What follows belongs to an exercise in optimizing a design on an open flow for small area and a short achievable clock period; a production flow would make more cautious choices.
In this exercise RTL edits were held to simulation tests only and were not proved equivalent to the original.

==> inputs of v37 <==
==> flow/design.v <==
module vga_unit(
   Hsync, Vsync, vgaRed, vgaGreen, vgaBlue,
   clk, rst_b, vg__data, vg__addr, vg__write
   );
   output reg           Hsync;
   output reg           Vsync;
   output [1:3]         vgaRed;
   output [1:3]         vgaGreen;
   output [2:3]         vgaBlue;
   input                clk;
   input                rst_b;
   input [31:0]         vg__data;
   input [6:0]          vg__addr;
   input                vg__write;
   function le10(input [9:0] a, input [9:0] b);
      integer j;
      reg r;
      begin
         r = 1'b1;
         for (j = 0; j < 10; j = j + 1)
           r = (a[j] ^ b[j]) ? b[j] : r;
         le10 = r;
      end
   endfunction
   reg [10:0] hn;
   reg [9:0]  vn;
   reg        blank;             
   reg        hs_pre, vs_pre;    
   wire       hn_end = (hn == 11'd1039);
   wire       vn_end = (vn == 10'd665);
   wire [10:0] hn_nx = hn_end ? 11'd0 : hn + 11'd1;
   wire [9:0]  vn_nx = hn_end ? (vn_end ? 10'd0 : vn + 10'd1) : vn;
   wire       blank_nx = (hn >= 11'd800) || (vn >= 10'd600);
   reg [9:0]  pxa, pya, pxb, pyb;
   always @(posedge clk or negedge rst_b) begin
      if (!rst_b) begin
         hn <= 11'd1;
         vn <= 10'd0;
         pxa <= 10'd1;
         pya <= 10'd0;
         pxb <= ~10'd1;
         pyb <= ~10'd0;
         blank <= 1'b0;
         hs_pre <= 1'b0;
         vs_pre <= 1'b0;
         Hsync <= 1'b0;
         Vsync <= 1'b0;
      end else begin
         hn <= hn_nx;
         vn <= vn_nx;
         pxa <= hn_nx[9:0];
         pya <= vn_nx;
         pxb <= ~hn_nx[9:0];
         pyb <= ~vn_nx;
         blank <= blank_nx;
         hs_pre <= (hn >= 11'd856) && (hn < 11'd976);
         vs_pre <= (vn >= 10'd637) && (vn < 10'd643);
         Hsync <= hs_pre;
         Vsync <= vs_pre;
      end
   end
   wire [9:0] dx = vg__data[9:0];
   wire [9:0] dy = vg__data[19:10];
   wire       gge = le10(dx, pxa) && le10(dy, pya);
   wire       gle = le10(pxa, dx) && le10(pya, dy);
   reg [9:0] x1 [0:63];
   reg [9:0] y1 [0:63];
   reg [9:0] x2 [0:63];
   reg [9:0] y2 [0:63];
   reg [7:0] col [0:63];
   reg       en [0:63];
   reg       f1 [0:63];          
   reg       f2 [0:63];          
   genvar i;
   generate
      for (i = 0; i < 64; i = i + 1) begin : rect
         wire w1 = vg__write && vg__addr[6:1] == i && !vg__addr[0];
         wire w2 = vg__write && vg__addr[6:1] == i && vg__addr[0];
         wire [9:0] qx = (i % 2 == 0) ? pxa : ~pxb;
         wire [9:0] qy = (i % 2 == 0) ? pya : ~pyb;
         always @(posedge clk or negedge rst_b) begin
            if (!rst_b)
              en[i] <= 1'b0;
            else if (w1)
              en[i] <= vg__data[28];
         end
         always @(posedge clk) begin
            if (w1) begin
               x1[i]  <= dx;
               y1[i]  <= dy;
               col[i] <= vg__data[27:20];
            end
            if (w2) begin
               x2[i] <= dx;
               y2[i] <= dy;
            end
            f1[i] <= w1 ? gge : (le10(x1[i], qx) && le10(y1[i], qy));
            f2[i] <= w2 ? gle : (le10(qx, x2[i]) && le10(qy, y2[i]));
         end
      end
   endgenerate
   reg [7:0] newcol;
   integer k;
   always @(*) begin
      newcol = 8'd0;
      for (k = 0; k < 64; k = k + 1)
        if (en[k] && f1[k] && f2[k])
          newcol = newcol | col[k];
   end
   reg [7:0] held;
   reg [7:0] rgb;
   always @(posedge clk or negedge rst_b) begin
      if (!rst_b) begin
         held <= 8'd0;
         rgb <= 8'd0;
      end else begin
         if (!blank)
           held <= newcol;
         rgb <= blank_nx ? 8'd0 : (blank ? held : newcol);
      end
   end
   assign {vgaRed, vgaGreen, vgaBlue} = rgb;
endmodule
==> flow/run.sh <==
#!/bin/bash
# synth_recipe.tcl (not shown) runs the flow's synth.tcl, then flattens the netlist and writes it again
# the make line also repeats each setting of config.mk as NAME=value (left out here)
make -C /OpenROAD-flow-scripts/flow DESIGN_CONFIG=/design/flow/config.mk WORK_HOME=/design/flow/orfs CLKGATE_MAP_FILE= SYNTH_SCRIPT=/design/flow/synth_recipe.tcl finish
==> flow/config.mk <==
export PLATFORM = sky130hd
export DESIGN_NAME = vga_unit
export DESIGN_NICKNAME = vga_unit
export VERILOG_FILES = /design/flow/design.v
export SDC_FILE = /design/flow/constraint.sdc
export NUM_CORES = 4
export LEC_CHECK = 0
export CAP_MARGIN = 40
export CORE_MARGIN = 2
export CORE_UTILIZATION = 55
export CTS_CLUSTER_DIAMETER = 100
export CTS_CLUSTER_SIZE = 25
export PLACE_DENSITY = 0.7
export SETUP_SLACK_MARGIN = 4.3
export SLEW_MARGIN = 50
==> flow/constraint.sdc <==
create_clock -name core_clock -period 7.0 [get_ports {clk}]
set_input_delay 1.4000 -clock core_clock [delete_from_list [all_inputs] [get_ports {clk}]]
set_output_delay 1.4000 -clock core_clock [all_outputs]
set_load 0.01 [all_outputs]
==> v16: changes against v37 <==
--- a/flow/design.v
+++ b/flow/design.v
@@ -25,7 +25,6 @@
    reg [10:0] hn;
    reg [9:0]  vn;
    reg        blank;             
-   reg        hs_pre, vs_pre;    
    wire       hn_end = (hn == 11'd1039);
    wire       vn_end = (vn == 10'd665);
    wire [10:0] hn_nx = hn_end ? 11'd0 : hn + 11'd1;
@@ -41,8 +40,6 @@
          pxb <= ~10'd1;
          pyb <= ~10'd0;
          blank <= 1'b0;
-         hs_pre <= 1'b0;
-         vs_pre <= 1'b0;
          Hsync <= 1'b0;
          Vsync <= 1'b0;
       end else begin
@@ -53,10 +50,9 @@
          pxb <= ~hn_nx[9:0];
          pyb <= ~vn_nx;
          blank <= blank_nx;
-         hs_pre <= (hn >= 11'd856) && (hn < 11'd976);
-         vs_pre <= (vn >= 10'd637) && (vn < 10'd643);
-         Hsync <= hs_pre;
-         Vsync <= vs_pre;
+         Hsync <= (hn >= 11'd857) && (hn < 11'd977);
+         Vsync <= (hn == 11'd0) ? ((vn >= 10'd638) && (vn < 10'd644))
+                                : ((vn >= 10'd637) && (vn < 10'd643));
       end
    end
    wire [9:0] dx = vg__data[9:0];
Settings changed: CAP_MARGIN 40 to 20, CORE_UTILIZATION 55 to 45, CTS_CLUSTER_DIAMETER 100 to default, CTS_CLUSTER_SIZE 25 to default, PLACE_DENSITY 0.7 to 0.6, SETUP_SLACK_MARGIN 4.3 to 4.5, SLEW_MARGIN 50 to 20.
==> summary.txt <==
Outcome: v37 finished clean; v16 finished clean
# clk buffers: v37 269; v16 491
Per-cell via count in the routed design: v37 7.215; v16 6.997
Number of vias in the routed layout: v37 103180; v16 103900
Peak fanout along the critical path: v37 5; v16 1
Arrival time worst endpoint: v37 3.78 ns; v16 1.59 ns
Later-pin clock latency in the skew report: v37 0.90 ns; v16 1.00 ns
Fraction of area in multi-input gates: v37 0.2728; v16 0.2506
Post-route insts no fill: v37 14301; v16 14849
Synthesis-to-layout area growth: v37 16.51%; v16 19.32%
FF+latch area: v37 98160 µm²; v16 98080 µm²
Clock Tree Buf Depth: v37 3; v16 4
Sequential-to-total area share from yosys stat: v37 0.6911; v16 0.7017
Number of combinational gates with multiple inputs: v37 6090; v16 5912
TritonCTS buffer count: v37 152; v16 351
Parity-gate share of the synthesized area counting xor and xnor cells: v37 0.0005560; v16 0.0008157
Post-synthesis cell type count: v37 74; v16 86

[static timing again, ports no longer ideal]
How much do the figures lean on ideal ports? The routed layouts below were timed once more, with nothing changed but the port constraints. Step 1, drivers: a clkbuf_16 drives clk and a buf_2 each remaining input, both assumed. Step 2 also shifts input and output timing later by t, the mid clock arrival at the registers, as if the neighbouring blocks saw the same clock. a / b / c = ideal / step 1 / step 2; a / b = the first two.
run	t (ns)	setup slack, ns	worst hold slack (ns)	slew at the worst register clock pin (ns)
v37	0.983	3.997 / 3.860 / 2.877	0.381 / 0.381 / 0.381	0.11 / 0.11
v16	1.071	4.014 / 3.899 / 2.853	0.278 / 0.205 / 0.494	0.07 / 0.07
After both steps setup and hold are still met in every run listed. The setup slack of v16, which loses most, moves by -0.115 ns with the drivers and by -1.161 ns with both steps.
